What follows belongs to an exercise in optimizing a design on an open flow for small area and a short achievable clock period; a production flow would make more cautious choices. Function was checked by simulation only, so behaviour that the tests miss may differ from the original.

[config.mk]
export PLATFORM = sky130hd
export DESIGN_NAME = IDCT_4
export DESIGN_NICKNAME = IDCT_4
export VERILOG_FILES = /design/flow/design.v
export SDC_FILE = /design/flow/constraint.sdc
export NUM_CORES = 4
export LEC_CHECK = 0
export CAP_MARGIN = 40
export CORE_MARGIN = 2
export CORE_UTILIZATION = 25
export PLACE_DENSITY = 0.45
export SLEW_MARGIN = 40
[constraint.sdc]
create_clock -name core_clock -period 14.0 [get_ports {clk}]
set_input_delay 2.8000 -clock core_clock [delete_from_list [all_inputs] [get_ports {clk}]]
set_output_delay 2.8000 -clock core_clock [all_outputs]
set_load 0.01 [all_outputs]
[design.v]
module IDCT_4(
input clk,
input reset_n,
input [15:0] coeffLevel_0,coeffLevel_1,coeffLevel_2,coeffLevel_3,
input [15:0] coeffLevel_4,coeffLevel_5,coeffLevel_6,coeffLevel_7,
input [15:0] coeffLevel_8,coeffLevel_9,coeffLevel_10,coeffLevel_11,
input [15:0] coeffLevel_12,coeffLevel_13,coeffLevel_14,coeffLevel_15,
input [5:0] QPy,input [5:0] QPc,
input [4:0] intra4x4_pred_num,intra16_pred_num,
input [2:0] residual_intra4x4_state,residual_intra16_state,residual_inter_state,
output  [15:0] twod_output_00,twod_output_01,twod_output_02,twod_output_03,
output  [15:0] twod_output_10,twod_output_11,twod_output_12,twod_output_13,
output  [15:0] twod_output_20,twod_output_21,twod_output_22,twod_output_23,
output  [15:0] twod_output_30,twod_output_31,twod_output_32,twod_output_33,
output idct_end
);
assign idct_end = 1'b1;
wire p16_31 = &intra16_pred_num;
wire [4:0] blk = p16_31 ? intra4x4_pred_num : intra16_pred_num;
wire chroma = blk[4];
wire [5:0] qp = chroma ? QPc : QPy;
wire cdc = (blk == 5'd16) || (blk == 5'd17);           
wire ac  = (!p16_31 && !blk[4]) || (blk >= 5'd18 && blk <= 5'd25);
reg [2:0] qmod;
reg [3:0] qdiv;
always @(*) begin
	case (qp)
		0, 6,12,18,24,30,36,42,48: qmod = 3'd0;
		1, 7,13,19,25,31,37,43,49: qmod = 3'd1;
		2, 8,14,20,26,32,38,44,50: qmod = 3'd2;
		3, 9,15,21,27,33,39,45,51: qmod = 3'd3;
		4,10,16,22,28,34,40,46   : qmod = 3'd4;
		5,11,17,23,29,35,41,47   : qmod = 3'd5;
		default                  : qmod = 3'd0;
	endcase
	case (qp)
		0, 1, 2, 3, 4, 5 : qdiv = 4'd0;
		6, 7, 8, 9,10,11 : qdiv = 4'd1;
		12,13,14,15,16,17: qdiv = 4'd2;
		18,19,20,21,22,23: qdiv = 4'd3;
		24,25,26,27,28,29: qdiv = 4'd4;
		30,31,32,33,34,35: qdiv = 4'd5;
		36,37,38,39,40,41: qdiv = 4'd6;
		42,43,44,45,46,47: qdiv = 4'd7;
		48,49,50,51      : qdiv = 4'd8;
		default          : qdiv = 4'd0;
	endcase
end
reg [4:0] v0, v1, v2;
always @(*)
	case (qmod)
		3'd0: begin v0 = 10; v1 = 13; v2 = 16; end
		3'd1: begin v0 = 11; v1 = 14; v2 = 18; end
		3'd2: begin v0 = 13; v1 = 16; v2 = 20; end
		3'd3: begin v0 = 14; v1 = 18; v2 = 23; end
		3'd4: begin v0 = 16; v1 = 20; v2 = 25; end
		3'd5: begin v0 = 18; v1 = 23; v2 = 29; end
		default: begin v0 = 0; v1 = 0; v2 = 0; end
	endcase
wire [3:0] ldc_len = (qdiv == 0) ? 4'd2 : (qdiv == 1) ? 4'd1 : qdiv - 4'd2;
wire [3:0] cdc_len = (qdiv == 0) ? 4'd1 : qdiv - 4'd1;
wire ldc_left = !(QPy < 12);
wire cdc_left = !(QPc < 6);
reg [4:0] L0_q, L1_q, L2_q;
reg [3:0] s_q, s0_q;
reg [1:0] r0_q;
reg left0_q;
reg ac_q, cdc_q, cb_q, p31_q;
reg [3:0] ridx_q;
always @(posedge clk) begin
	L0_q <= v0;
	L1_q <= v1;
	L2_q <= v2;
	s_q <= qdiv;
	if (!ac) begin
		left0_q <= 1'b1;
		s0_q <= qdiv;
		r0_q <= 2'd0;
	end else if (chroma) begin
		left0_q <= cdc_left;
		s0_q <= cdc_left ? cdc_len : 4'd0;
		r0_q <= cdc_left ? 2'd0 : cdc_len[1:0];
	end else begin
		left0_q <= ldc_left;
		s0_q <= ldc_left ? ldc_len : 4'd0;
		r0_q <= ldc_left ? 2'd0 : ldc_len[1:0];
	end
	ac_q <= ac;
	cdc_q <= cdc;
	cb_q <= !blk[0];
	p31_q <= p16_31;
	case (blk)
		5'd18: ridx_q <= 4'd0;
		5'd19: ridx_q <= 4'd6;
		5'd20: ridx_q <= 4'd8;
		5'd21: ridx_q <= 4'd14;
		5'd22: ridx_q <= 4'd1;
		5'd23: ridx_q <= 4'd7;
		5'd24: ridx_q <= 4'd9;
		5'd25: ridx_q <= 4'd15;
		default: ridx_q <= blk[3:0];
	endcase
end
wire in_idct = (residual_intra4x4_state == 3'd3) || (residual_intra16_state == 3'd3) ||
               (residual_inter_state == 3'd3);
wire ldc = p31_q && (residual_intra16_state != 3'd0);    
wire dc = ldc || cdc_q;
reg [20:0] dcs [0:15];
wire [20:0] dc_rd = dcs[ridx_q];
wire [15:0] c [0:15];
assign c[0]=coeffLevel_0;   assign c[1]=coeffLevel_1;   assign c[2]=coeffLevel_2;   assign c[3]=coeffLevel_3;
assign c[4]=coeffLevel_4;   assign c[5]=coeffLevel_5;   assign c[6]=coeffLevel_6;   assign c[7]=coeffLevel_7;
assign c[8]=coeffLevel_8;   assign c[9]=coeffLevel_9;   assign c[10]=coeffLevel_10; assign c[11]=coeffLevel_11;
assign c[12]=coeffLevel_12; assign c[13]=coeffLevel_13; assign c[14]=coeffLevel_14; assign c[15]=coeffLevel_15;
function integer zz;
	input integer p;
	case (p)
		0: zz = 0;  1: zz = 1;  2: zz = 5;  3: zz = 6;
		4: zz = 2;  5: zz = 4;  6: zz = 7;  7: zz = 12;
		8: zz = 3;  9: zz = 8;  10: zz = 11; 11: zz = 13;
		12: zz = 9; 13: zz = 10; 14: zz = 14; 15: zz = 15;
		default: zz = 0;
	endcase
endfunction
wire [20:0] X [0:15];
genvar i, j;
generate
	for (i = 0; i < 4; i = i + 1) begin : row
		for (j = 0; j < 4; j = j + 1) begin : col
			wire [4:0] L = ((i % 2) + (j % 2) == 0) ? L0_q : ((i % 2) + (j % 2) == 1) ? L1_q : L2_q;
			if (4 * i + j == 0) begin : p0
				wire [20:0] raw = {{5{c[0][15]}}, c[0]};
				wire [20:0] min = ac_q ? dc_rd : raw;
				wire signed [20:0] prod = min * {16'd0, L};
				wire [20:0] sc = left0_q ? (prod <<< s0_q) : (prod >>> r0_q);
				assign X[0] = dc ? raw : sc + 21'd32;
			end else begin : pn
				wire [15:0] cin = ac_q ? c[zz(4 * i + j) - 1] : c[zz(4 * i + j)];
				wire [20:0] prod = {{5{cin[15]}}, cin} * {16'd0, L};
				wire [20:0] sc = prod <<< s_q;
				assign X[4 * i + j] = dc ? {{5{cin[15]}}, cin} : sc;
			end
		end
	end
endgenerate
reg [20:0] T_q [0:15];
reg had_q, wl_q, wcb_q, wcr_q;
generate
	for (i = 0; i < 4; i = i + 1) begin : rbf
		wire [20:0] D0 = X[4*i], D1 = X[4*i+1], D2 = X[4*i+2], D3 = X[4*i+3];
		wire [20:0] D1s = dc ? D1 : {D1[20], D1[20:1]};
		wire [20:0] D3s = dc ? D3 : {D3[20], D3[20:1]};
		always @(posedge clk) begin
			T_q[4*i]   <= D0 + D2;
			T_q[4*i+1] <= D0 - D2;
			T_q[4*i+2] <= D1s - D3;
			T_q[4*i+3] <= D1 + D3s;
		end
	end
endgenerate
always @(posedge clk)
	had_q <= dc;
always @(posedge clk or negedge reset_n)
	if (!reset_n) begin
		wl_q <= 1'b0; wcb_q <= 1'b0; wcr_q <= 1'b0;
	end else begin
		wl_q <= in_idct && ldc;
		wcb_q <= in_idct && cdc_q && cb_q;
		wcr_q <= in_idct && cdc_q && !cb_q;
	end
wire [20:0] R [0:15];
generate
	for (i = 0; i < 4; i = i + 1) begin : rbf2
		assign R[4*i]   = T_q[4*i]   + T_q[4*i+3];
		assign R[4*i+1] = T_q[4*i+1] + T_q[4*i+2];
		assign R[4*i+2] = T_q[4*i+1] - T_q[4*i+2];
		assign R[4*i+3] = T_q[4*i]   - T_q[4*i+3];
	end
endgenerate
wire [20:0] Y [0:15];
generate
	for (j = 0; j < 4; j = j + 1) begin : cbf
		butterfly b (.D0(R[j]), .D1(R[4+j]), .D2(R[8+j]), .D3(R[12+j]),
		             .F0(Y[j]), .F1(Y[4+j]), .F2(Y[8+j]), .F3(Y[12+j]), .IsHadamard(had_q));
	end
endgenerate
assign twod_output_00 = {Y[0][20],  Y[0][20:6]};
assign twod_output_01 = {Y[1][20],  Y[1][20:6]};
assign twod_output_02 = {Y[2][20],  Y[2][20:6]};
assign twod_output_03 = {Y[3][20],  Y[3][20:6]};
assign twod_output_10 = {Y[4][20],  Y[4][20:6]};
assign twod_output_11 = {Y[5][20],  Y[5][20:6]};
assign twod_output_12 = {Y[6][20],  Y[6][20:6]};
assign twod_output_13 = {Y[7][20],  Y[7][20:6]};
assign twod_output_20 = {Y[8][20],  Y[8][20:6]};
assign twod_output_21 = {Y[9][20],  Y[9][20:6]};
assign twod_output_22 = {Y[10][20], Y[10][20:6]};
assign twod_output_23 = {Y[11][20], Y[11][20:6]};
assign twod_output_30 = {Y[12][20], Y[12][20:6]};
assign twod_output_31 = {Y[13][20], Y[13][20:6]};
assign twod_output_32 = {Y[14][20], Y[14][20:6]};
assign twod_output_33 = {Y[15][20], Y[15][20:6]};
function integer dmap;
	input integer e;
	case (e)
		0: dmap = 0;  1: dmap = 1;  2: dmap = 4;  3: dmap = 5;
		4: dmap = 2;  5: dmap = 3;  6: dmap = 6;  7: dmap = 7;
		8: dmap = 8;  9: dmap = 9;  10: dmap = 12; 11: dmap = 13;
		12: dmap = 10; 13: dmap = 11; 14: dmap = 14; 15: dmap = 15;
		default: dmap = 0;
	endcase
endfunction
generate
	for (i = 0; i < 16; i = i + 1) begin : dcw
		localparam CB = (i == 0 || i == 6 || i == 8 || i == 14);
		localparam CR = (i == 1 || i == 7 || i == 9 || i == 15);
		always @(posedge clk)
			if (wl_q || (CB && wcb_q) || (CR && wcr_q))
				dcs[i] <= Y[dmap(i)];
	end
endgenerate
endmodule
module butterfly (D0,D1,D2,D3,F0,F1,F2,F3,IsHadamard);
	input [20:0] D0,D1,D2,D3;
	input IsHadamard;
	output [20:0] F0,F1,F2,F3;
	wire [20:0] T0,T1,T2,T3;
	wire [20:0] D1_scale,D3_scale;
	assign D1_scale = (IsHadamard == 1'b1)? D1:{D1[20],D1[20:1]};
	assign D3_scale = (IsHadamard == 1'b1)? D3:{D3[20],D3[20:1]};
	assign T0 = D0 + D2;
	assign T1 = D0 - D2;
	assign T2 = D1_scale - D3;
	assign T3 = D1 + D3_scale;
	assign F0 = T0 + T3;
	assign F1 = T1 + T2;
	assign F2 = T1 - T2;
	assign F3 = T0 - T3;
endmodule
[run.sh]
#!/bin/bash
# synth_recipe.tcl (not shown) runs the flow's synth.tcl, then flattens the netlist and writes it again
# the make line also repeats each setting of config.mk as NAME=value (left out here)
make -C /OpenROAD-flow-scripts/flow DESIGN_CONFIG=/design/flow/config.mk WORK_HOME=/design/flow/orfs CLKGATE_MAP_FILE= SYNTH_SCRIPT=/design/flow/synth_recipe.tcl finish
==> key figures, run 1 <==
STA
  – Tcrit/Tclk final: about 86%
  – Fin crit period: between 10 and 15 ns
  – Hold Violations, Final: 0
  – Max-slew violation count: 0
  – Setup TNS: 0 ns
  – Final setup viols: 0
  – Setup ws final: 1.95 ns
  – Fmax: 83.0 MHz
  – Worst Skew: ~0.06 ns
  – RSZ-0062 raised after global routing: no
  – Worst rel slew slack: 27.9%
  – Worst-Margin Slew: around 1.1 ns

Synth
  – Asr flop ratio synth: 0.426%
  – Post-Synth XOR/XNOR Area: 8.55%
  – Synth Area in Compound Gates: 19.0%
  – Cell Area, Synth: 146,000 um^2
  – Main combinational cell family by area after synthesis: adder cells
  – Synth warn: 5
  – Syn Nets: 21.3k
  – Cells after synthesis: 18.3k
  – Post-synthesis average cell area: between 7 and 8 um^2
  – #FFs+latches synth: between 700 and 800
  – Post-Synth Adder-Cell Area: approximately 28%
  – Post-synthesis sequential area ratio: between 10 and 15%
  – Post-Synth Simple-Gate Area: 17.6%
  – Most used DFF post-synth: dfxtp_1
  – Distinct cells, synth: 122
  – Mux contribution to synthesized area: 6.51%
  – Post-synth EDFFs: 336

Die
  – Die width: roughly 770 um
  – Core region area: around 580,000 um^2
  – Row count: 280
  – Die area: 588,000 um^2
  – Die Span Y: 767 um
  – Initial core utilization: 25.1%
  – I/O pin count: 546

Worst setup path
  – CP Launch Point: T_q[5][0]
  – Critical path depth: 27
  – Crit. End Element: output pin
  – Crit Path Class: reg -> out
  – Crit start category: flip-flop
  – CP max FO: 5
  – Worst R2R Setup Slack: 2.55 ns
  – Worst reg-to-reg path cell count: 40
  – Reg-to-reg startpoint: ridx_q[1]
  – Top delay family on crit path: compound AO/OA/AOI/OAI gates
  – Worst r2r dst: T_q[0][20]
  – CP Capture Point: twod_output_23[15]
  – Critical Path AT: 9.25 ns
  – CP Data Required Time: 11.20 ns
  – Max stage delay on crit path: 0.79 ns
  – Buffers & Inverters on Critical Path: 4
  – Critical-path top delay cell: a221oi_1

Hold path
  – Worst min-delay path class: reg -> reg
  – Hold Crit Depth: 1

Clocking
  – Post-CTS Setup Inserts: 0
  – # hold bufs at CTS: 0
  – Clock sinks: ~710
  – Clock Tree Root: clkbuf_16
  – PostCTS Resize Cnt: 0
  – H-tree level count: 3
  – Num CTS Buffers: 83
  – Worst skew pair latency: 0.77 ns
  – Worst-path clk slew: 0.07 ns
  – CTS tree: yes
  – Clock Path Buffers: 3

Routing
  – Wire length per cell: 27.4 um
  – DRC: 0
  – DRT Pass-1 Iters: 6
  – 1st-iter DRT viols: 12.7k
  – Final WL: 712,000 um
  – Final ANT Viol Nets: 0
  – DR vias: approximately 130k
  – Vias per cell: 5.17

Global route
  – Largest net degree at the start of global routing: 147
  – Grt ovf: 0
  – GRT Total Usage: 23.2%
  – Vias in the first global route: 127k
  – Global-route wire length before repair: roughly 1,000,000 um
  – Initial antenna violation count: 73

Layout
  – Area growth, synth to finish: 11.2%
  – Most frequent cells in the layout: inv_1, ha_1, nand2_1
  – Ratio of cells with drive above 1 in the final layout: 5.69%
  – Nets: between 20k and 25k
  – Commonest non-fill, non-tap cell in the layout: inv_1
  – FILL cells: 63.5k
  – Layout Utilization: 27.9%

Run
  – Max-cap violations: 0

Outcome
  – Run status: finished clean

Place
  – Placer Congestion: approximately 0.98
  – Post-DP HPWL: 613,000 um
  – Post-place setup slack: ~1.6 ns
  – PortBufs: 544
==> sequential cells by signal (all words and copies together), names as in the netlist, 2 cells and up <==
signal	cells
s0_q	4
L2_q	5
r0_q	2
T_q	332
dcs	336
ridx_q	4
s_q	4
L1_q	5
L0_q	4
==> worst reg2reg max path, delay by kind of cell (launching register included) <==
family / cells / cell delay, ns
buf+inv: 7 / 1.47
compound gates: 12 / 3.78
mux: 1 / 0.48
fa+ha+maj: 5 / 2.27
simple gates: 13 / 2.40
flops: 1 / 0.60
xor+xnor: 2 / 0.31
==> metrics by stage <==
stage               hold WS [ns]  std cells  cell area (um^2)
finish                     0.479      25985            162000
global route               0.495      25951            162000
CTS                        0.494      25932            162000
detailed placement         0.485      25779            159000
global placement           0.486      25776            158000
floorplan                  0.376      18272            146000
==> final cells by class <==
type	count	area [um^2]	area share, %
inverters	2060	7760	4.80
well taps	7755	9700	6.00
clock buffers	99	2200	1.36
clock inverters	54	688	0.425
flip-flops and latches	705	17600	10.9
diodes	46	115	0.0711
multi-input cells	14498	116000	71.9
repair buffers	768	7400	4.57
==> worst min path at each step <==
stage                     slack, ns  from  endpoint
after floorplan                0.38  cb_q     wcr_q
after global placement         0.49  cb_q     wcr_q
after detailed placement       0.49  cb_q     wcr_q
after CTS                      0.49  cb_q     wcr_q
after global routing           0.49  cb_q     wcr_q
final                          0.48  cb_q     wcr_q
==> synth_stat cells, drive strengths merged (56+ instances only) <==
master	n	area [um^2]
ha	1880	23500
o41ai	80	708
buf	397	2570
o21a	172	1290
edfxtp	336	10100
a21oi	1281	6420
o22ai	102	638
a22oi	100	751
o221ai	60	526
o21ai	795	4010
mux2i	529	5300
and2	467	2920
o31ai	86	646
a211oi	112	853
and3	124	776
nor2	1342	5040
or3	128	801
a31oi	134	838
fa	834	16700
inv	2058	7720
nor2b	495	3100
nand2	1360	5110
or2	65	407
clkbuf	612	2300
mux2	295	3330
o211ai	122	931
xnor2	1051	9210
nor3	471	2370
nand2b	309	1940
a21boi	80	601
xor2	359	3140
nand3	267	1340
a21o	271	2030
dfxtp	366	7330
a2111oi	56	533
a211o	58	508
o21bai	240	1800
a221oi	60	526
==> kinds of logic (layout without fill, tap and decap cells) <==
family,count (synthesis),count (layout)
compound gates,4240,4240
other cells,1,47
fa+ha+maj,2715,2715
mux,862,862
flops,705,705
simple gates,5266,5266
buf+inv,3069,2981
xor+xnor,1414,1414
==> metal layers <==
layer / share of wire [%] / up-vias / GRT usage [%]
li1: - / 62219 / -
met1: 47 / 66609 / 32.8
met2: 42 / 4791 / 35.1
met3: 6.4 / 771 / 3.24
met4: 4.9 / 34 / 9.53
met5: 0.032 / - / 0
Testbench counts, summed over its fixed seeds: idct cycles 12,641.
==> run 2: changes to the inputs <==
--- a/design.v
+++ b/design.v
@@ -62,4 +62,21 @@
 wire ldc_left = !(QPy < 12);
 wire cdc_left = !(QPc < 6);
+function [6:0] lcode;
+	input [4:0] L;
+	case (L)
+		10: lcode = {2'd1, 2'd1, 1'b0, 1'b0, 1'b0};    
+		11: lcode = {2'd1, 2'd1, 1'b0, 1'b1, 1'b0};    
+		13: lcode = {2'd1, 2'd2, 1'b0, 1'b1, 1'b0};    
+		14: lcode = {2'd2, 2'd1, 1'b1, 1'b0, 1'b0};    
+		16: lcode = {2'd2, 2'd0, 1'b0, 1'b0, 1'b0};    
+		18: lcode = {2'd2, 2'd1, 1'b0, 1'b0, 1'b0};    
+		20: lcode = {2'd2, 2'd2, 1'b0, 1'b0, 1'b0};    
+		23: lcode = {2'd2, 2'd3, 1'b0, 1'b1, 1'b1};    
+		25: lcode = {2'd2, 2'd3, 1'b0, 1'b1, 1'b0};    
+		29: lcode = {2'd3, 2'd2, 1'b1, 1'b1, 1'b0};    
+		default: lcode = 7'd0;
+	endcase
+endfunction
+reg [6:0] lc0_q, lc1_q, lc2_q;
 reg [4:0] L0_q, L1_q, L2_q;
 reg [3:0] s_q, s0_q;
@@ -70,4 +87,7 @@
 always @(posedge clk) begin
 	L0_q <= v0;
+	lc0_q <= lcode(v0);
+	lc1_q <= lcode(v1);
+	lc2_q <= lcode(v2);
 	L1_q <= v1;
 	L2_q <= v2;
@@ -106,6 +126,6 @@
 wire ldc = p31_q && (residual_intra16_state != 3'd0);    
 wire dc = ldc || cdc_q;
-reg [20:0] dcs [0:15];
-wire [20:0] dc_rd = dcs[ridx_q];
+reg [19:0] dcs [0:15];    
+wire [20:0] dc_rd = {dcs[ridx_q][19], dcs[ridx_q]};
 wire [15:0] c [0:15];
 assign c[0]=coeffLevel_0;   assign c[1]=coeffLevel_1;   assign c[2]=coeffLevel_2;   assign c[3]=coeffLevel_3;
@@ -123,4 +143,27 @@
 	endcase
 endfunction
+function [20:0] lmul;
+	input [20:0] a;
+	input [6:0] lc;
+	reg [20:0] t1, t2, t3;
+	begin
+		case (lc[6:5])
+			2'd1: t1 = {a[17:0], 3'd0};
+			2'd2: t1 = {a[16:0], 4'd0};
+			2'd3: t1 = {a[15:0], 5'd0};
+			default: t1 = 21'd0;
+		endcase
+		case (lc[4:3])
+			2'd1: t2 = {a[19:0], 1'd0};
+			2'd2: t2 = {a[18:0], 2'd0};
+			2'd3: t2 = {a[17:0], 3'd0};
+			default: t2 = 21'd0;
+		endcase
+		if (lc[2]) t2 = ~t2;
+		t3 = lc[1] ? a : 21'd0;
+		if (lc[0]) t3 = ~t3;
+		lmul = (t1 ^ t2 ^ t3) + {((t1 & t2) | (t1 & t3) | (t2 & t3)), lc[2] | lc[0]};
+	end
+endfunction
 wire [20:0] X [0:15];
 genvar i, j;
@@ -128,14 +171,14 @@
 	for (i = 0; i < 4; i = i + 1) begin : row
 		for (j = 0; j < 4; j = j + 1) begin : col
-			wire [4:0] L = ((i % 2) + (j % 2) == 0) ? L0_q : ((i % 2) + (j % 2) == 1) ? L1_q : L2_q;
+			wire [6:0] lc = ((i % 2) + (j % 2) == 0) ? lc0_q : ((i % 2) + (j % 2) == 1) ? lc1_q : lc2_q;
 			if (4 * i + j == 0) begin : p0
 				wire [20:0] raw = {{5{c[0][15]}}, c[0]};
 				wire [20:0] min = ac_q ? dc_rd : raw;
-				wire signed [20:0] prod = min * {16'd0, L};
+				wire signed [20:0] prod = lmul(min, lc);
 				wire [20:0] sc = left0_q ? (prod <<< s0_q) : (prod >>> r0_q);
 				assign X[0] = dc ? raw : sc + 21'd32;
 			end else begin : pn
 				wire [15:0] cin = ac_q ? c[zz(4 * i + j) - 1] : c[zz(4 * i + j)];
-				wire [20:0] prod = {{5{cin[15]}}, cin} * {16'd0, L};
+				wire [20:0] prod = lmul({{5{cin[15]}}, cin}, lc);
 				wire [20:0] sc = prod <<< s_q;
 				assign X[4 * i + j] = dc ? {{5{cin[15]}}, cin} : sc;
@@ -144,5 +187,5 @@
 	end
 endgenerate
-reg [20:0] T_q [0:15];
+reg [20:0] R_q [0:15];
 reg had_q, wl_q, wcb_q, wcr_q;
 generate
@@ -151,9 +194,10 @@
 		wire [20:0] D1s = dc ? D1 : {D1[20], D1[20:1]};
 		wire [20:0] D3s = dc ? D3 : {D3[20], D3[20:1]};
+		wire [20:0] T0 = D0 + D2, T1 = D0 - D2, T2 = D1s - D3, T3 = D1 + D3s;
 		always @(posedge clk) begin
-			T_q[4*i]   <= D0 + D2;
-			T_q[4*i+1] <= D0 - D2;
-			T_q[4*i+2] <= D1s - D3;
-			T_q[4*i+3] <= D1 + D3s;
+			R_q[4*i]   <= T0 + T3;
+			R_q[4*i+1] <= T1 + T2;
+			R_q[4*i+2] <= T1 - T2;
+			R_q[4*i+3] <= T0 - T3;
 		end
 	end
@@ -171,9 +215,6 @@
 wire [20:0] R [0:15];
 generate
-	for (i = 0; i < 4; i = i + 1) begin : rbf2
-		assign R[4*i]   = T_q[4*i]   + T_q[4*i+3];
-		assign R[4*i+1] = T_q[4*i+1] + T_q[4*i+2];
-		assign R[4*i+2] = T_q[4*i+1] - T_q[4*i+2];
-		assign R[4*i+3] = T_q[4*i]   - T_q[4*i+3];
+	for (i = 0; i < 16; i = i + 1) begin : rq
+		assign R[i] = R_q[i];
 	end
 endgenerate
@@ -217,5 +258,5 @@
 		always @(posedge clk)
 			if (wl_q || (CB && wcb_q) || (CR && wcr_q))
-				dcs[i] <= Y[dmap(i)];
+				dcs[i] <= Y[dmap(i)][19:0];
 	end
 endgenerate
--- a/config.mk
+++ b/config.mk
@@ -6,7 +6,9 @@
 export NUM_CORES = 4
 export LEC_CHECK = 0
-export CAP_MARGIN = 40
+export ABC_AREA = 1
+export CAP_MARGIN = 20
 export CORE_MARGIN = 2
-export CORE_UTILIZATION = 25
-export PLACE_DENSITY = 0.45
-export SLEW_MARGIN = 40
+export CORE_UTILIZATION = 45
+export PLACE_DENSITY = 0.6
+export SETUP_SLACK_MARGIN = 3
+export SLEW_MARGIN = 20
==> run 2 against run 1 <==
Compared with the run above:
- die area down 50%
- first-iteration DRC count is 15% higher
- still clean
- highest routed layer unchanged
- global-route usage up 20 points
- design area down 11%
- fmax rose by 12%
- utilization rose by 22 points
- sequential share of layout area increased by 1.0 points
- synthesized cell count rose by 5.8%
- critical endpoint is now R_q[3][19]
- via count grew 1.1%
- routed wire length fell by 7.2%
==> key figures, run 2 <==
Place
  – Placement Cell Area: 139,000 um^2 (-13%)
  – Post-DP HPWL: 562,000 um (-8.3%)
  – Post-place setup slack: 1.26 ns (-0.350 ns)
  – Placer Congestion: 1.08 (+10%)
  – PortBufs: 544 (unchanged)

Routing
  – Final ANT Viol Nets: 0 (unchanged)
  – Vias per cell: 5.86 (+13%)
  – DRC: 0 (unchanged)
  – DR vias: 136k (+1.1%)
  – 1st-iter DRT viols: 14.6k (+15%)
  – DRT Pass-1 Iters: 6 (unchanged)
  – Wire length per cell: 28.5 um (+4.1%)
  – Final WL: 661,000 um (-7.2%)

Die
  – Initial core utilization: 45.3% (+20 points)
  – Die width: 543 um (-29%)
  – Row count: 197 (-30%)
  – Core region area: 288,000 um^2 (-50%)
  – Die Span Y: 543 um (-29%)
  – Die area: 294,000 um^2 (-50%)
  – I/O pin count: 546 (unchanged)

Synth
  – Cell Area, Synth: 131,000 um^2 (-10%)
  – Top post-synthesis cells by count: nand2_1, inv_1, a21oi_1
  – Post-synthesis sequential area ratio: 13.1% (+1.0 points)
  – Share of the synthesized area in the top cell type: 15.9% (-0.24 points)
  – Post-synthesis average cell area: 6.75 um^2 (-15%)
  – #FFs+latches synth: 691 (-2.0%)
  – Cells after synthesis: 19.3k (+5.8%)
  – Post-synth EDFFs: 320 (-4.8%)
  – Most used DFF post-synth: dfxtp_1
  – Dominant cell by count in the synthesized netlist: nand2_1
  – Asr flop ratio synth: 0.434% (+0.0086 points)
  – Synth warn: 5 (unchanged)
  – Synth top area cells: ha_1, xor2_1, nand2_1
  – Distinct cells, synth: 66 (-46%)
  – Largest area contributor in the netlist: ha_1
  – Syn Nets: 21.6k (+1.6%)

Global route
  – Vias in the first global route: 126k (-0.88%)
  – Grt ovf: 0 (unchanged)
  – Largest net degree at the start of global routing: 216 (+47%)
  – Initial antenna violation count: 54 (-26%)
  – Global-route wire length before repair: 915,000 um (-7.0%)
  – GRT Total Usage: 43.3% (+20 points)

STA
  – RSZ-0062 raised after global routing: yes
  – Hold Violations, Final: 0 (unchanged)
  – Worst-Margin Slew: 1.27 ns (+0.187 ns)
  – Fin crit period: 10.79 ns (-1.26 ns)
  – Fmax: 92.6 MHz (+12%)
  – Max-slew violation count: 0 (unchanged)
  – Final setup viols: 0 (unchanged)
  – Worst rel slew slack: 15.2% (-13 points)
  – Setup ws final: 3.21 ns (+1.26 ns)
  – Worst Skew: 0.0542 ns (-0.00496 ns)
  – Setup TNS: 0 ns (unchanged)
  – Tcrit/Tclk final: 77.1% (-9.0 points)

Worst setup path
  – CP max FO: 7 (+2)
  – Buffers & Inverters on Critical Path: 5 (+1)
  – Top delay family on crit path: compound AO/OA/AOI/OAI gates
  – Critical-path top delay cell: xnor2_1
  – Critical Path AT: 11.41 ns (+2.16 ns)
  – Crit. End Element: flip-flop
  – CP Data Required Time: 14.61 ns (+3.41 ns)
  – Crit start category: primary input
  – Crit Path Class: in -> reg
  – Max stage delay on crit path: 0.92 ns (+0.13 ns)
  – CP dominant cell by count: a21oi_1

Clocking
  – Clock sinks: 691 (-2.0%)
  – Worst-path clk slew: 0.06 ns (about the same)
  – Num CTS Buffers: 83 (unchanged)
  – Clock Path Buffers: 3 (unchanged)
  – Worst skew pair latency: 0.75 ns (-0.02 ns)
  – CTS tree: yes
  – H-tree level count: 3 (unchanged)
  – Clock Tree Root: clkbuf_16

Layout
  – Register area: 17,100 um^2 (-2.7%)
  – Most frequent cells in the layout: nand2_1, inv_1, a21oi_1
  – Largest registers: R_q (328), dcs (320)
  – Multi-input logic area: 100,000 um^2 (-14%)
  – Cell area after layout: 144,000 um^2 (-11%)
  – Ratio of cells with drive above 1 in the final layout: 4.93% (-0.76 points)
  – Area growth, synth to finish: 10.1%
  – FILL cells: 30.4k (-52%)
  – Commonest non-fill, non-tap cell in the layout: nand2_1
  – Largest register FFs: 328 (-2.4%)
  – Reg with most FFs: R_q
  – Nets: 21.6k (+2.3%)

Run
  – Max-cap violations: 0 (unchanged)

Hold path
  – Worst min-delay path class: reg -> reg

Outcome
  – Run status: finished clean
## run 2: cell types whose count changed in the layout (fill, tap and decap cells not counted), moves of 482 or more
cell,change
fa_1,-482
nand2_1,+2358
a21oi_1,+599
inv_1,+715
xnor2_1,-828
nand3_1,+605
nor2b_1,-494
xor2_1,+1375
## run 2: final cells by class
| cell class | instances | area share (%) |
|---|---|---|
| diodes | 34 | 0.0592 |
| clock buffers | 101 | 1.54 |
| clock inverters | 51 | 0.386 |
| inverters | 2798 | 7.35 |
| multi-input cells | 14814 | 69.5 |
| flip-flops and latches | 691 | 11.9 |
| well taps | 3781 | 3.29 |
| repair buffers | 907 | 5.95 |
## run 2: repair_timing
action,in CTS,in global routing
endpoints found under the setup margin,55,126
gates resized for setup,53,310
hold buffers,0,0
pin swaps,1,22
buffers inserted,4,31
## run 2: cell families after synthesis
logic type      share of synthesized area [%]
compound gates                           21.5
xor+xnor                                 13.6
fa+ha+maj                                21.3
buf+inv                                  11.8
flops                                    13.1
mux                                     0.429
other cells                           0.00575
simple gates                             18.4
## run 2: worst reg2reg max path: cells and delay by family (launching register included)
kind,cells,cell delay [ns]
simple gates,27,5.85
fa+ha+maj,4,1.60
compound gates,5,1.18
xor+xnor,2,0.57
flops,1,0.40
buf+inv,6,0.97
## run 2: final timing paths
path | from | end | slack (ns) | depth (start not counted)
hold reg to reg | cb_q | wcr_q | 0.40 | 1
setup / recovery | coeffLevel_5[0] | R_q[3][19] | 3.21 | 32
hold / removal | cb_q | wcr_q | 0.40 | 1
min in group asynchronous | reset_n | wl_q | 2.28 | 1
setup reg to reg | ridx_q[1] | R_q[3][20] | 3.38 | 44
max in group asynchronous | reset_n | wl_q | 11.54 | 1
## run 2: through the flow
step                util (%)  cells  hold WS (ns)
floorplan                  -  19325         0.386
global placement        48.1  22951         0.400
detailed placement      48.1  22954         0.399
CTS                     49.2  23110         0.406
global route            49.8  23159         0.440
finish                  49.8  23177         0.404
## run 2: routing by layer
metal  track usage [%]  vias up  routed length (um)
met5                 0        -                 109
met4              33.2       18               61900
met1              53.5    64282              261000
met2              65.5     6653              275000
li1                  -    63647                   -
met3              9.36     1323               62300
Testbench counts of run 2, summed over its fixed seeds: idct cycles 12,641.
==> run 3: changes to the inputs <==
--- a/design.v
+++ b/design.v
@@ -79,5 +79,4 @@
 endfunction
 reg [6:0] lc0_q, lc1_q, lc2_q;
-reg [4:0] L0_q, L1_q, L2_q;
 reg [3:0] s_q, s0_q;
 reg [1:0] r0_q;
@@ -86,10 +85,7 @@
 reg [3:0] ridx_q;
 always @(posedge clk) begin
-	L0_q <= v0;
 	lc0_q <= lcode(v0);
 	lc1_q <= lcode(v1);
 	lc2_q <= lcode(v2);
-	L1_q <= v1;
-	L2_q <= v2;
 	s_q <= qdiv;
 	if (!ac) begin
@@ -167,4 +163,5 @@
 endfunction
 wire [20:0] X [0:15];
+wire [20:0] XH [0:15];    
 genvar i, j;
 generate
@@ -183,21 +180,32 @@
 				wire [20:0] sc = prod <<< s_q;
 				assign X[4 * i + j] = dc ? {{5{cin[15]}}, cin} : sc;
+				assign XH[4 * i + j] = dc ? {{5{cin[15]}}, cin} : {sc[20], sc[20:1]};
 			end
 		end
 	end
 endgenerate
-reg [20:0] R_q [0:15];
+function [41:0] cs42;
+	input [20:0] a, b, c, d;
+	input k1, k2;
+	reg [20:0] s1, c1, s2, c2;
+	begin
+		s1 = a ^ b ^ c;
+		c1 = {((a & b) | (a & c) | (b & c)), k1};
+		s2 = s1 ^ c1 ^ d;
+		c2 = {((s1 & c1) | (s1 & d) | (c1 & d)), k2};
+		cs42 = {s2, c2};
+	end
+endfunction
+reg [20:0] T_q [0:15];
 reg had_q, wl_q, wcb_q, wcr_q;
 generate
 	for (i = 0; i < 4; i = i + 1) begin : rbf
 		wire [20:0] D0 = X[4*i], D1 = X[4*i+1], D2 = X[4*i+2], D3 = X[4*i+3];
-		wire [20:0] D1s = dc ? D1 : {D1[20], D1[20:1]};
-		wire [20:0] D3s = dc ? D3 : {D3[20], D3[20:1]};
-		wire [20:0] T0 = D0 + D2, T1 = D0 - D2, T2 = D1s - D3, T3 = D1 + D3s;
+		wire [20:0] D1s = XH[4*i+1], D3s = XH[4*i+3];
 		always @(posedge clk) begin
-			R_q[4*i]   <= T0 + T3;
-			R_q[4*i+1] <= T1 + T2;
-			R_q[4*i+2] <= T1 - T2;
-			R_q[4*i+3] <= T0 - T3;
+			T_q[4*i]   <= D0 + D2;
+			T_q[4*i+1] <= D0 - D2;
+			T_q[4*i+2] <= D1s - D3;
+			T_q[4*i+3] <= D1 + D3s;
 		end
 	end
@@ -215,6 +223,9 @@
 wire [20:0] R [0:15];
 generate
-	for (i = 0; i < 16; i = i + 1) begin : rq
-		assign R[i] = R_q[i];
+	for (i = 0; i < 4; i = i + 1) begin : rbf2
+		assign R[4*i]   = T_q[4*i]   + T_q[4*i+3];
+		assign R[4*i+1] = T_q[4*i+1] + T_q[4*i+2];
+		assign R[4*i+2] = T_q[4*i+1] - T_q[4*i+2];
+		assign R[4*i+3] = T_q[4*i]   - T_q[4*i+3];
 	end
 endgenerate
@@ -222,6 +233,15 @@
 generate
 	for (j = 0; j < 4; j = j + 1) begin : cbf
-		butterfly b (.D0(R[j]), .D1(R[4+j]), .D2(R[8+j]), .D3(R[12+j]),
-		             .F0(Y[j]), .F1(Y[4+j]), .F2(Y[8+j]), .F3(Y[12+j]), .IsHadamard(had_q));
+		wire [20:0] D0 = R[j], D1 = R[4+j], D2 = R[8+j], D3 = R[12+j];
+		wire [20:0] D1s = had_q ? D1 : {D1[20], D1[20:1]};
+		wire [20:0] D3s = had_q ? D3 : {D3[20], D3[20:1]};
+		wire [41:0] P0 = cs42(D0, D2, D1, D3s, 1'b0, 1'b0);
+		wire [41:0] P1 = cs42(D0, ~D2, ~D3, D1s, 1'b1, 1'b1);
+		wire [41:0] P2 = cs42(D0, ~D2, D3, ~D1s, 1'b1, 1'b1);
+		wire [41:0] P3 = cs42(D0, D2, ~D1, ~D3s, 1'b1, 1'b1);
+		assign Y[j]    = P0[41:21] + P0[20:0];
+		assign Y[4+j]  = P1[41:21] + P1[20:0];
+		assign Y[8+j]  = P2[41:21] + P2[20:0];
+		assign Y[12+j] = P3[41:21] + P3[20:0];
 	end
 endgenerate
@@ -262,19 +282,2 @@
 endgenerate
 endmodule
-module butterfly (D0,D1,D2,D3,F0,F1,F2,F3,IsHadamard);
-	input [20:0] D0,D1,D2,D3;
-	input IsHadamard;
-	output [20:0] F0,F1,F2,F3;
-	wire [20:0] T0,T1,T2,T3;
-	wire [20:0] D1_scale,D3_scale;
-	assign D1_scale = (IsHadamard == 1'b1)? D1:{D1[20],D1[20:1]};
-	assign D3_scale = (IsHadamard == 1'b1)? D3:{D3[20],D3[20:1]};
-	assign T0 = D0 + D2;
-	assign T1 = D0 - D2;
-	assign T2 = D1_scale - D3;
-	assign T3 = D1 + D3_scale;
-	assign F0 = T0 + T3;
-	assign F1 = T1 + T2;
-	assign F2 = T1 - T2;
-	assign F3 = T0 - T3;
-endmodule
==> flow/run.sh (new file) <==
#!/bin/bash
# The standard layout, except that the port buffers are plain buffers
# (sky130_fd_sc_hd__buf_4) rather than the delay buffers buffer_ports picks
# by default. Every port still gets its own buffer. The make output, which
# holds every tool's output, goes to standard.log; ORFS also keeps each
# step's log under orfs/logs.
set -euo pipefail
bash standard.sh BUFFER_PORTS_ARGS="-buffer_cell sky130_fd_sc_hd__buf_4" finish > standard.log 2>&1
==> standard.sh (new file) <==
#!/bin/bash
# synth_recipe.tcl (not shown) runs the flow's synth.tcl, then flattens the netlist and writes it again
# the make line also repeats each setting of config.mk as NAME=value (left out here)
make -C /OpenROAD-flow-scripts/flow DESIGN_CONFIG=/design/flow/config.mk WORK_HOME=/design/flow/orfs CLKGATE_MAP_FILE= SYNTH_SCRIPT=/design/flow/synth_recipe.tcl "${@:-finish}"
--- a/config.mk
+++ b/config.mk
@@ -11,4 +11,4 @@
 export CORE_UTILIZATION = 45
 export PLACE_DENSITY = 0.6
-export SETUP_SLACK_MARGIN = 3
+export SETUP_SLACK_MARGIN = 5
 export SLEW_MARGIN = 20
removed: run.sh
==> run 3 against run 2 <==
Compared with the run above:
- still clean
- sequential cell count increased by 4
- design area up 14%
- routed wire length rose by 3.5%
- via count up 2.6%
- worst setup slack better by 1.5 ns
- sequential share of layout area shrank 1.3 points
- first-iteration DRC count rose by 3.7%
- cell count rose by 2.4%
- register-to-register slack improved by 1.8 ns
- critical path type is now reg -> out
- critical endpoint is now twod_output_32[15]
==> key figures, run 3 <==
Layout
  – Finished Layout Cells: 23.7k (+2.4%)
  – Nets: 22.2k (+2.9%)
  – Cell area after layout: 164,000 um^2 (+14%)
  – Reg with most FFs: T_q
  – Largest register FFs: 332 (+1.2%)
  – Largest registers: T_q (332), dcs (320)
  – Commonest non-fill, non-tap cell in the layout: nand2_1
  – Layout Utilization: 55.2% (+5.3 points)
  – Ratio of cells with drive above 1 in the final layout: 19.7% (+15 points)
  – Most frequent cells in the layout: nand2_1, inv_1, buf_4
  – Area growth, synth to finish: 21.9%

Die
  – Row count: 200 (+1.5%)
  – Die area: 303,000 um^2 (+2.8%)
  – Core region area: 297,000 um^2 (+2.9%)
  – Initial core utilization: 45.2% (about the same)
  – Die Span Y: 550 um (+1.4%)
  – Die width: 550 um (+1.4%)
  – I/O pin count: 546 (unchanged)

Place
  – Placed Cells: 22.8k (-0.81%)
  – Post-DP HPWL: 559,000 um (-0.46%)
  – PortBufs: 544 (unchanged)
  – Placer Congestion: 1.07 (-0.64%)
  – Placement Cell Area: 141,000 um^2 (+1.9%)
  – Post-place setup slack: 3.83 ns (+2.58 ns)

Synth
  – Syn Nets: 21.6k (-0.31%)
  – Top post-synthesis cells by count: nand2_1, inv_1, a21oi_1
  – Post-synth EDFFs: 320 (unchanged)
  – Largest area contributor in the netlist: fa_1
  – Post-synthesis sequential area ratio: 12.8% (-0.30 points)
  – Cells after synthesis: 19.0k (-1.9%)
  – Share of the synthesized area in the top cell type: 14.3% (-1.6 points)
  – Asr flop ratio synth: 0.432% (-0.0025 points)
  – Post-synthesis average cell area: 7.08 um^2 (+4.8%)
  – Cell Area, Synth: 134,000 um^2 (+2.9%)
  – Synth top area cells: fa_1, ha_1, nand2_1
  – #FFs+latches synth: 695 (+0.58%)
  – Most used DFF post-synth: dfxtp_1
  – Dominant cell by count in the synthesized netlist: nand2_1
  – Distinct cells, synth: 68 (+3.0%)
  – Synth warn: 3 (-2)

Global route
  – Global-route wire length before repair: 943,000 um (+3.0%)
  – GRT Total Usage: 43.4% (+0.14 points)
  – Vias in the first global route: 132k (+4.5%)
  – Largest net degree at the start of global routing: 160 (-26%)
  – Grt ovf: 0 (unchanged)
  – Initial antenna violation count: 104 (+93%)

Clocking
  – CTS tree: yes
  – Worst-path clk slew: 0.06 ns (about the same)
  – H-tree level count: 3 (unchanged)
  – Worst skew pair latency: 0.75 ns (about the same)
  – Clock Path Buffers: 3 (unchanged)
  – Num CTS Buffers: 84 (+1.2%)
  – Clock sinks: 695 (+0.58%)
  – Clock Tree Root: clkbuf_16
  – # hold bufs at CTS: 0 (unchanged)

Worst setup path
  – Worst reg-to-reg path cell count: 37 (-16%)
  – Critical-path top delay cell: fa_2
  – Top delay family on crit path: compound AO/OA/AOI/OAI gates
  – Critical Path AT: 6.51 ns (-4.90 ns)
  – CP Capture Point: twod_output_32[15]
  – Worst r2r dst: T_q[1][20]
  – Max stage delay on crit path: 0.51 ns (-0.41 ns)
  – Reg-to-reg startpoint: ridx_q[2]
  – Crit Path Class: reg -> out
  – Worst R2R Setup Slack: 5.22 ns (+1.84 ns)
  – Crit start category: flip-flop
  – Critical path depth: 36 (+13%)
  – Crit. End Element: output pin
  – CP max FO: 4 (-3)
  – CP dominant cell by count: nand2_2
  – CP Launch Point: T_q[10][2]
  – CP Data Required Time: 11.20 ns (-3.41 ns)
  – Buffers & Inverters on Critical Path: 9 (+4)

Routing
  – Wire length per cell: 28.8 um (+1.0%)
  – DR vias: 139k (+2.6%)
  – DRC: 0 (unchanged)
  – Final ANT Viol Nets: 0 (unchanged)
  – Vias per cell: 5.87 (+0.14%)
  – 1st-iter DRT viols: 15.2k (+3.7%)
  – Final WL: 684,000 um (+3.5%)
  – DRT Pass-1 Iters: 8 (+2)

STA
  – Max-slew violation count: 0 (unchanged)
  – Fmax: 107 MHz (+16%)
  – Fin crit period: 9.31 ns (-1.48 ns)
  – RSZ-0062 raised after global routing: yes
  – Tcrit/Tclk final: 66.5% (-11 points)
  – Setup TNS: 0 ns (unchanged)
  – Setup ws final: 4.69 ns (+1.48 ns)
  – Worst rel slew slack: 17.2% (+2.0 points)
  – Worst-Margin Slew: 1.23 ns (-0.0337 ns)
  – Final setup viols: 0 (unchanged)
  – Worst Skew: 0.0459 ns (-0.00829 ns)
  – Hold Violations, Final: 0 (unchanged)

Hold path
  – Worst min-delay path class: reg -> reg

Outcome
  – Run status: finished clean

Run
  – Max-cap violations: 0 (unchanged)
run 3: kinds of logic (layout without fill, tap and decap cells):
logic type                 after synthesis  after routing  share of synthesized area (%)
and+or+nand+nor                       5608           5608                           17.1
muxes                                   39             39                          0.291
xor gates and xnor gates              1758           1758                           11.5
DFF                                    695            695                           12.8
adders and majority gates             2304           2304                           26.8
AOI/OAI and AO/OA                     4467           4467                           19.3
buffers and inverters                 4094           4815                           12.2
other                                    2            118                        0.00559
run 3: worst min-delay path by stage:
stage                     start  cells past startpoint  endpoint
after global routing       cb_q                      1     wcr_q
after CTS                  cb_q                      1     wcr_q
after detailed placement   cb_q                      1     wcr_q
after global placement     cb_q                      1     wcr_q
after floorplan            cb_q                      1     wcr_q
final                      cb_q                      1     wcr_q
run 3: layer usage:
layer  track usage [%]  vias up  part of all wire (%)
li1                  -    62956                     -
met2              66.4     7524                    43
met5                 0        -                 0.049
met1              53.2    67270                    38
met3              9.75     1637                    10
met4              33.4       44                   9.2
run 3: cell type report:
| class | instances | area (um^2) |
|---|---|---|
| Inverter | 3100 | 11800 |
| Antenna cell | 116 | 290 |
| Fill cell | 28717 | 133000 |
| Sequential cell | 695 | 17300 |
| Tap cell | 3939 | 4930 |
| Multi-Input combinational cell | 14178 | 114000 |
| Timing Repair Buffer | 1561 | 12500 |
| Clock inverter | 49 | 618 |
| Clock buffer | 105 | 2280 |
run 3: stage by stage:
stage / hold slack (ns)
4_1_cts: 0.421
5_1_grt: 0.437
6_report: 0.412
2_1_floorplan: 0.386
3_5_place_dp: 0.412
3_3_place_gp: 0.400
run 3: repair_timing:
item                        CTS  global route
setup buffers               427           277
pin swaps                   521           608
gates resized for setup    1848          1014
setup endpoints to repair   253           241
Testbench counts of run 3, summed over its fixed seeds: idct cycles 12,641.
==> run 4: changes to the inputs <==
--- a/config.mk
+++ b/config.mk
@@ -11,4 +11,4 @@
 export CORE_UTILIZATION = 45
 export PLACE_DENSITY = 0.6
-export SETUP_SLACK_MARGIN = 5
+export SETUP_SLACK_MARGIN = 4
 export SLEW_MARGIN = 20
==> run 4 against run 3 <==
Compared with the run above:
- routed wire length down 2.6%
- sequential share of layout area up 1.0 points
- synthesized area unchanged
- global-route usage down 0.81 points
- hold slack about the same
- design area down 9.3%
- first-iteration DRC count down 3.7%
- via count down 3.2%
- die area unchanged
- critical endpoint is now twod_output_21[11]
==> key figures, run 4 <==
Outcome
  – Run status: finished clean

Layout
  – Register area: 17,200 um^2 (-0.72%)
  – Ratio of cells with drive above 1 in the final layout: 9.32% (-10 points)
  – Commonest non-fill, non-tap cell in the layout: nand2_1
  – Layout Utilization: 50.0% (-5.1 points)
  – Largest register FFs: 332 (unchanged)
  – FILL cells: 30.6k (+6.6%)
  – Multi-input logic area: 104,000 um^2 (-8.5%)
  – Largest registers: T_q (332), dcs (320)
  – Reg with most FFs: T_q
  – Nets: 21.6k (-2.8%)
  – Most frequent cells in the layout: nand2_1, inv_1, a21oi_1
  – Area growth, synth to finish: 10.6%

Synth
  – Distinct cells, synth: 68 (unchanged)
  – Post-synth EDFFs: 320 (unchanged)
  – Cell Area, Synth: 134,000 um^2 (unchanged)
  – Synth warn: 3 (unchanged)
  – Synth top area cells: fa_1, ha_1, nand2_1
  – Dominant cell by count in the synthesized netlist: nand2_1
  – Syn Nets: 21.6k (unchanged)
  – Post-synthesis sequential area ratio: 12.8% (unchanged)
  – Post-synthesis average cell area: 7.08 um^2 (unchanged)
  – Top post-synthesis cells by count: nand2_1, inv_1, a21oi_1
  – Most used DFF post-synth: dfxtp_1
  – Share of the synthesized area in the top cell type: 14.3% (unchanged)
  – Largest area contributor in the netlist: fa_1
  – Cells after synthesis: 19.0k (unchanged)
  – #FFs+latches synth: 695 (unchanged)
  – Asr flop ratio synth: 0.432% (unchanged)

Die
  – Die width: 550 um (unchanged)
  – Die area: 303,000 um^2 (unchanged)
  – I/O pin count: 546 (unchanged)
  – Initial core utilization: 45.2% (unchanged)
  – Die Span Y: 550 um (unchanged)
  – Core region area: 297,000 um^2 (unchanged)
  – Row count: 200 (unchanged)

Routing
  – 1st-iter DRT viols: 14.6k (-3.7%)
  – Final ANT Viol Nets: 0 (unchanged)
  – Wire length per cell: 28.8 um (+0.15%)
  – DRC: 0 (unchanged)
  – DR vias: 135k (-3.2%)
  – Final WL: 666,000 um (-2.6%)
  – DRT Pass-1 Iters: 7 (-1)
  – Vias per cell: 5.84 (-0.53%)

Clocking
  – # hold bufs at CTS: 0 (unchanged)
  – Worst skew pair latency: 0.74 ns (about the same)
  – Num CTS Buffers: 84 (unchanged)
  – Worst-path clk slew: 0.06 ns (about the same)
  – CTS tree: yes
  – Clock Path Buffers: 3 (unchanged)
  – Clock Tree Root: clkbuf_16
  – Clock sinks: 695 (unchanged)
  – H-tree level count: 3 (unchanged)

Global route
  – Vias in the first global route: 128k (-3.1%)
  – Initial antenna violation count: 102 (-1.9%)
  – Largest net degree at the start of global routing: 160 (unchanged)
  – Grt ovf: 0 (unchanged)
  – Global-route wire length before repair: 923,000 um (-2.2%)
  – GRT Total Usage: 42.6% (-0.81 points)

Hold path
  – Hold EP: wcr_q
  – Hold Path Origin: cb_q
  – Hold Crit Depth: 1 (unchanged)
  – Worst min-delay path class: reg -> reg

STA
  – Worst rel slew slack: 6.16% (-11 points)
  – Final setup viols: 0 (unchanged)
  – Hold Violations, Final: 0 (unchanged)
  – Worst Skew: 0.0542 ns (+0.00826 ns)
  – Worst-Margin Slew: 1.40 ns (+0.164 ns)
  – Fmax: 100 MHz (-6.7%)
  – Tcrit/Tclk final: 71.3% (+4.8 points)
  – Fin crit period: 9.98 ns (+0.667 ns)
  – Setup TNS: 0 ns (unchanged)
  – RSZ-0062 raised after global routing: yes
  – Max-slew violation count: 0 (unchanged)

Worst setup path
  – Max stage delay on crit path: 0.61 ns (+0.10 ns)
  – Critical Path AT: 7.18 ns (+0.67 ns)
  – Worst r2r dst: T_q[1][13]
  – CP max FO: 6 (+2)
  – Crit path cell chain: inv_1, ha_2, clkinvlp_4, a21oi_1, o21ai_0, nand3_1, o311ai_0, a21oi_1, xor2_2, inv_1, fa_1, inv_1, fa_1, ha_1, nand4_1, o221ai_1, nand3_1, nand2_1, nand3_1, nand2_1, xor2_1, buf_4
  – Crit. End Element: output pin
  – CP Data Required Time: 11.20 ns (about the same)
  – Reg-to-reg startpoint: ridx_q[3]
  – Crit Path Class: reg -> out
  – Critical-path top delay cell: fa_1
  – Worst reg-to-reg path cell count: 37 (unchanged)
  – Crit start category: flip-flop
  – Worst R2R Setup Slack: 4.63 ns (-0.59 ns)

Place
  – PortBufs: 544 (unchanged)
  – Post-DP HPWL: 559,000 um (unchanged)
  – Placer Congestion: 1.07 (unchanged)

Run
  – Max-cap violations: 0 (unchanged)
[run 4: metrics by stage]
stage          cell area, um^2  worst slack (ns)  hold slack (ns)  cells
2_1_floorplan           134000              5.77            0.386  18967
3_3_place_gp            141000              3.53            0.400  22767
3_5_place_dp            141000              3.83            0.412  22769
4_1_cts                 146000              3.91            0.421  22947
5_1_grt                 148000              3.88            0.437  23067
6_report                148000              4.02            0.412  23101
[run 4: cells by family after synthesis]
kind of cell    share of synthesized area [%]
fa+ha+maj                                26.8
other cells                           0.00559
buf+inv                                  12.2
simple gates                             17.1
mux                                     0.291
compound gates                           19.3
flops                                    12.8
xor+xnor                                 11.5
[run 4: worst max path at each step]
| stage | startpoint | endpoint |
|---|---|---|
| 6_report | T_q[14][5] | twod_output_21[11] |
| 5_1_grt | T_q[6][5] | twod_output_01[13] |
| 3_3_place_gp | coeffLevel_4[0] | T_q[7][16] |
| 3_5_place_dp | coeffLevel_2[2] | T_q[4][19] |
| 4_1_cts | T_q[13][0] | twod_output_31[14] |
| 2_1_floorplan | coeffLevel_0[3] | T_q[0][20] |
[run 4: final cells by class]
class | count | share of cell area [%]
diodes | 97 | 0.164
clock buffers | 105 | 1.54
clock inverters | 49 | 0.416
inverters | 3100 | 7.87
multi-input cells | 14178 | 70.3
flip-flops and latches | 695 | 11.6
well taps | 3939 | 3.32
repair buffers | 938 | 4.85
[run 4: metal layers]
metal	track usage (%)	up-vias	wire, um
met5	0	-	466
met4	31.9	58	59400
met3	9.24	1425	65800
met2	65.1	6730	283000
met1	52.8	65058	257000
li1	-	61668	-
[run 4: worst max-delay path: cells and delay by family, from the launching register on]
family	cells	cell delay (ns)
flip-flops	1	0.43
buffers and inverters	5	0.75
AO/OA/AOI/OAI	5	1.46
AND/OR/NAND/NOR	6	0.83
adder cells (fa/ha/maj)	4	1.98
XOR/XNOR	2	0.97
[run 4: timing repair]
item	4_1_cts	5_1_grt
gates resized for setup	277	332
endpoints found under the setup margin	104	99
buffers inserted	24	54
pin swaps	20	43
==> run 5: changes to the inputs <==
==> flow/run.sh (replaced) <==
#!/bin/bash
# The standard layout, except that the port buffers are plain buffers
# (sky130_fd_sc_hd__buf_2) rather than the delay buffers buffer_ports picks
# by default. Every port still gets its own buffer. The make output, which
# holds every tool's output, goes to standard.log; ORFS also keeps each
# step's log under orfs/logs.
set -euo pipefail
bash standard.sh BUFFER_PORTS_ARGS="-buffer_cell sky130_fd_sc_hd__buf_2" finish > standard.log 2>&1
--- a/config.mk
+++ b/config.mk
@@ -9,6 +9,6 @@
 export CAP_MARGIN = 20
 export CORE_MARGIN = 2
-export CORE_UTILIZATION = 45
-export PLACE_DENSITY = 0.6
+export CORE_UTILIZATION = 50
+export PLACE_DENSITY = 0.62
 export SETUP_SLACK_MARGIN = 4
 export SLEW_MARGIN = 20
==> run 5 against run 4 <==
Compared with the run above:
- non-clock buffer count is 29 lower
- clock skew up 0.015 ns
- highest routed layer unchanged
- hold slack worse by 0.0063 ns
- largest cell class unchanged
- first-iteration DRC count increased by 5.1%
- via count increased by 0.29%
- utilization increased by 4.5 points
==> key figures, run 5 <==
Outcome
  – Run status: finished clean

Synth
  – Share of the synthesized area in the top cell type: 14.3% (unchanged)
  – Largest area contributor in the netlist: fa_1
  – Synth warn: 3 (unchanged)
  – Post-synthesis average cell area: 7.08 um^2 (unchanged)
  – Post-synthesis sequential area ratio: 12.8% (unchanged)
  – Most used DFF post-synth: dfxtp_1
  – Cell Area, Synth: 134,000 um^2 (unchanged)
  – Top post-synthesis cells by count: nand2_1, inv_1, a21oi_1
  – Cells after synthesis: 19.0k (unchanged)
  – Synth top area cells: fa_1, ha_1, nand2_1
  – Post-synth EDFFs: 320 (unchanged)
  – Dominant cell by count in the synthesized netlist: nand2_1
  – Syn Nets: 21.6k (unchanged)
  – #FFs+latches synth: 695 (unchanged)
  – Asr flop ratio synth: 0.432% (unchanged)
  – Distinct cells, synth: 68 (unchanged)

Global route
  – Global-route wire length before repair: 881,000 um (-4.5%)
  – Grt ovf: 0 (unchanged)
  – Vias in the first global route: 128k (+0.28%)
  – Largest net degree at the start of global routing: 173 (+8.1%)
  – Initial antenna violation count: 76 (-25%)
  – GRT Total Usage: 44.7% (+2.0 points)

Worst setup path
  – Critical-path top delay cell: fa_1
  – Worst R2R Setup Slack: 4.54 ns (-0.09 ns)
  – Worst r2r dst: T_q[0][15]
  – Reg-to-reg startpoint: ridx_q[1]
  – Crit Path Class: reg -> out
  – Worst reg-to-reg path cell count: 39 (+5.4%)
  – CP max FO: 4 (-2)
  – CP Data Required Time: 11.20 ns (about the same)
  – Crit. End Element: output pin
  – Critical Path AT: 7.26 ns (+0.08 ns)
  – Crit start category: flip-flop
  – Max stage delay on crit path: 0.52 ns (-0.09 ns)
  – CP dominant cell by count: nand2_1

Layout
  – Ratio of cells with drive above 1 in the final layout: 8.75% (-0.57 points)
  – Reg with most FFs: T_q
  – Most frequent cells in the layout: nand2_1, inv_1, a21oi_1
  – Largest registers: T_q (332), dcs (320)
  – FILL cells: 27.1k (-11%)
  – Largest register FFs: 332 (unchanged)
  – Nets: 21.6k (-0.11%)
  – Commonest non-fill, non-tap cell in the layout: nand2_1
  – Area growth, synth to finish: 8.70%

Routing
  – DR vias: 135k (+0.29%)
  – Vias per cell: 5.96 (+2.1%)
  – 1st-iter DRT viols: 15.3k (+5.1%)
  – DRT Pass-1 Iters: 9 (+2)
  – Final ANT Viol Nets: 0 (unchanged)
  – DRC: 0 (unchanged)
  – Final WL: 629,000 um (-5.6%)
  – Wire length per cell: 27.7 um (-3.9%)

Run
  – Max-cap violations: 0 (unchanged)

STA
  – Worst rel slew slack: 12.7% (+6.5 points)
  – Hold Violations, Final: 0 (unchanged)
  – Fin crit period: 10.06 ns (+0.0844 ns)
  – Tcrit/Tclk final: 71.9% (+0.60 points)
  – RSZ-0062 raised after global routing: yes
  – Max-slew violation count: 0 (unchanged)
  – Setup TNS: 0 ns (unchanged)
  – Worst Skew: 0.0691 ns (+0.0149 ns)
  – Final setup viols: 0 (unchanged)
  – Fmax: 99.4 MHz (-0.84%)
  – Worst-Margin Slew: 1.30 ns (-0.0967 ns)

Die
  – Die Span Y: 522 um (-5.1%)
  – Core region area: 267,000 um^2 (-9.9%)
  – I/O pin count: 546 (unchanged)
  – Die width: 522 um (-5.1%)
  – Die area: 273,000 um^2 (-9.9%)
  – Initial core utilization: 50.2% (+5.0 points)
  – Row count: 190 (-5.0%)

Hold path
  – Hold EP: wcr_q
  – Hold Path Origin: cb_q
  – Worst min-delay path class: reg -> reg
  – Hold Crit Depth: 1 (unchanged)

Clocking
  – H-tree level count: 3 (unchanged)
  – Worst skew pair latency: 0.76 ns (+0.02 ns)
  – Clock Path Buffers: 3 (unchanged)
  – # hold bufs at CTS: 0 (unchanged)
  – Clock Tree Root: clkbuf_16
  – Clock sinks: 695 (unchanged)
  – Worst-path clk slew: 0.05 ns (about the same)
  – Num CTS Buffers: 89 (+6.0%)
  – CTS tree: yes

Place
  – Placer Congestion: 1.08 (+0.44%)
  – PortBufs: 544 (unchanged)
  – Post-DP HPWL: 526,000 um (-6.0%)
-- run 5: changes by cell type in the layout (fill, tap and decap cells not counted), moves of 12 or more --
cell      previous run  this run
a21oi_1           1517      1542
a21oi_2             45        21
buf_2                0       544
buf_4              922       346
clkinv_2             8        20
nand2_1           3604      3618
nand2_2             44        29
xor2_1            1310      1330
-- run 5: through the flow --
step / util (%) / hold WS (ns) / std cells / area (um^2) / setup slack (ns)
2_1_floorplan: - / 0.386 / 18967 / 134000 / 5.77
3_3_place_gp: 52.1 / 0.397 / 22368 / 139000 / 3.86
3_5_place_dp: 52.1 / 0.401 / 22368 / 139000 / 3.89
4_1_cts: 53.7 / 0.408 / 22547 / 144000 / 3.94
5_1_grt: 54.5 / 0.429 / 22667 / 146000 / 3.72
6_report: 54.6 / 0.405 / 22689 / 146000 / 3.94
-- run 5: worst max-delay path by stage --
stage,start,to,depth (start not counted),slack [ns]
floorplan,coeffLevel_0[3],T_q[0][20],43,5.77
global placement,T_q[11][2],twod_output_13[14],28,3.86
detailed placement,T_q[11][2],twod_output_13[14],28,3.89
CTS,T_q[6][2],twod_output_12[13],33,3.94
global route,T_q[14][4],twod_output_01[13],34,3.72
finish,T_q[9][0],twod_output_32[13],30,3.94
-- run 5: what timing repair did --
action	in CTS	in global routing
setup buffers	13	51
pin swaps	8	38
gates resized for setup	196	283
endpoints found under the setup margin	109	96
gates cloned	0	0
-- run 5: routing by layer --
layer / share of wire (%) / track usage [%] / vias up
met2: 42 / 67.4 / 7468
li1: - / - / 61635
met3: 11 / 10.1 / 1661
met5: 0.037 / 0.0702 / -
met1: 37 / 55.0 / 64534
met4: 9.6 / 35.1 / 36
-- run 5: logic make-up after synthesis --
family	share of synthesized area, %
AND/OR/NAND/NOR	17.1
AO/OA/AOI/OAI	19.3
buffers and inverters	12.2
adder cells (fa/ha/maj)	26.8
XOR/XNOR	11.5
flip-flops	12.8
multiplexers	0.291
other	0.00559
-- run 5: final cells by class --
type / instances / area (um^2) / area share (%)
Multi-Input combinational cell: 14178 / 104000 / 71.1
Sequential cell: 695 / 17200 / 11.8
Inverter: 3100 / 11700 / 8.00
Timing Repair Buffer: 909 / 5660 / 3.88
Tap cell: 3552 / 4440 / 3.05
Clock buffer: 107 / 2380 / 1.63
Clock inverter: 59 / 638 / 0.437
Antenna cell: 89 / 223 / 0.153
-- run 5: critical path: cells and delay by family (launching register included) --
family,cells,cell delay (ns)
adder cells (fa/ha/maj),5,2.09
flip-flops,1,0.33
XOR/XNOR,2,0.64
AND/OR/NAND/NOR,9,0.83
AO/OA/AOI/OAI,8,1.99
buffers and inverters,6,0.62

port drivers added, routing unchanged:
The flow's constraints put no driver on any port. The routed layouts listed below were extracted and timed again, unchanged, in two steps.
Step 1 sets driving cells, clkbuf_16 on the clock port and buf_2 on the other inputs (assumed; they add their load-dependent delay and slew).
Step 2 moves the port delays by t, midway between the first and last clock arrival at a register: inputs arrive t later, outputs are due t later. That takes back most of the time a late clock gives input paths.
Slacks: no drivers / after step 1 / after step 2; pairs: no drivers / after step 1.
| run | shift t [ns] | setup slack, ns | hold WS [ns] | latest minus earliest clock arrival (ns) | worst data-port slew with drivers (ns) |
|---|---|---|---|---|---|
| run 1 | 0.837 | 1.949 / 1.850 / 1.624 | 0.479 / 0.479 / 0.479 | 0.059 / 0.059 | 0.24 |
| run 2 | 0.826 | 3.205 / 3.277 / 2.451 | 0.404 / 0.404 / 0.404 | 0.059 / 0.058 | 0.18 |
| run 3 | 0.839 | 4.688 / 4.577 / 4.333 | 0.412 / 0.412 / 0.412 | 0.056 / 0.056 | 0.14 |
| run 4 | 0.834 | 4.021 / 3.910 / 3.645 | 0.412 / 0.412 / 0.412 | 0.068 / 0.067 | 0.14 |
| run 5 | 0.837 | 3.936 / 3.830 / 3.548 | 0.405 / 0.405 / 0.405 | 0.069 / 0.069 | 0.14 |
After both steps every run listed still meets setup and hold. For run 2, which loses most, drivers alone change the setup slack by +0.072 ns; drivers and shift together by -0.754 ns.
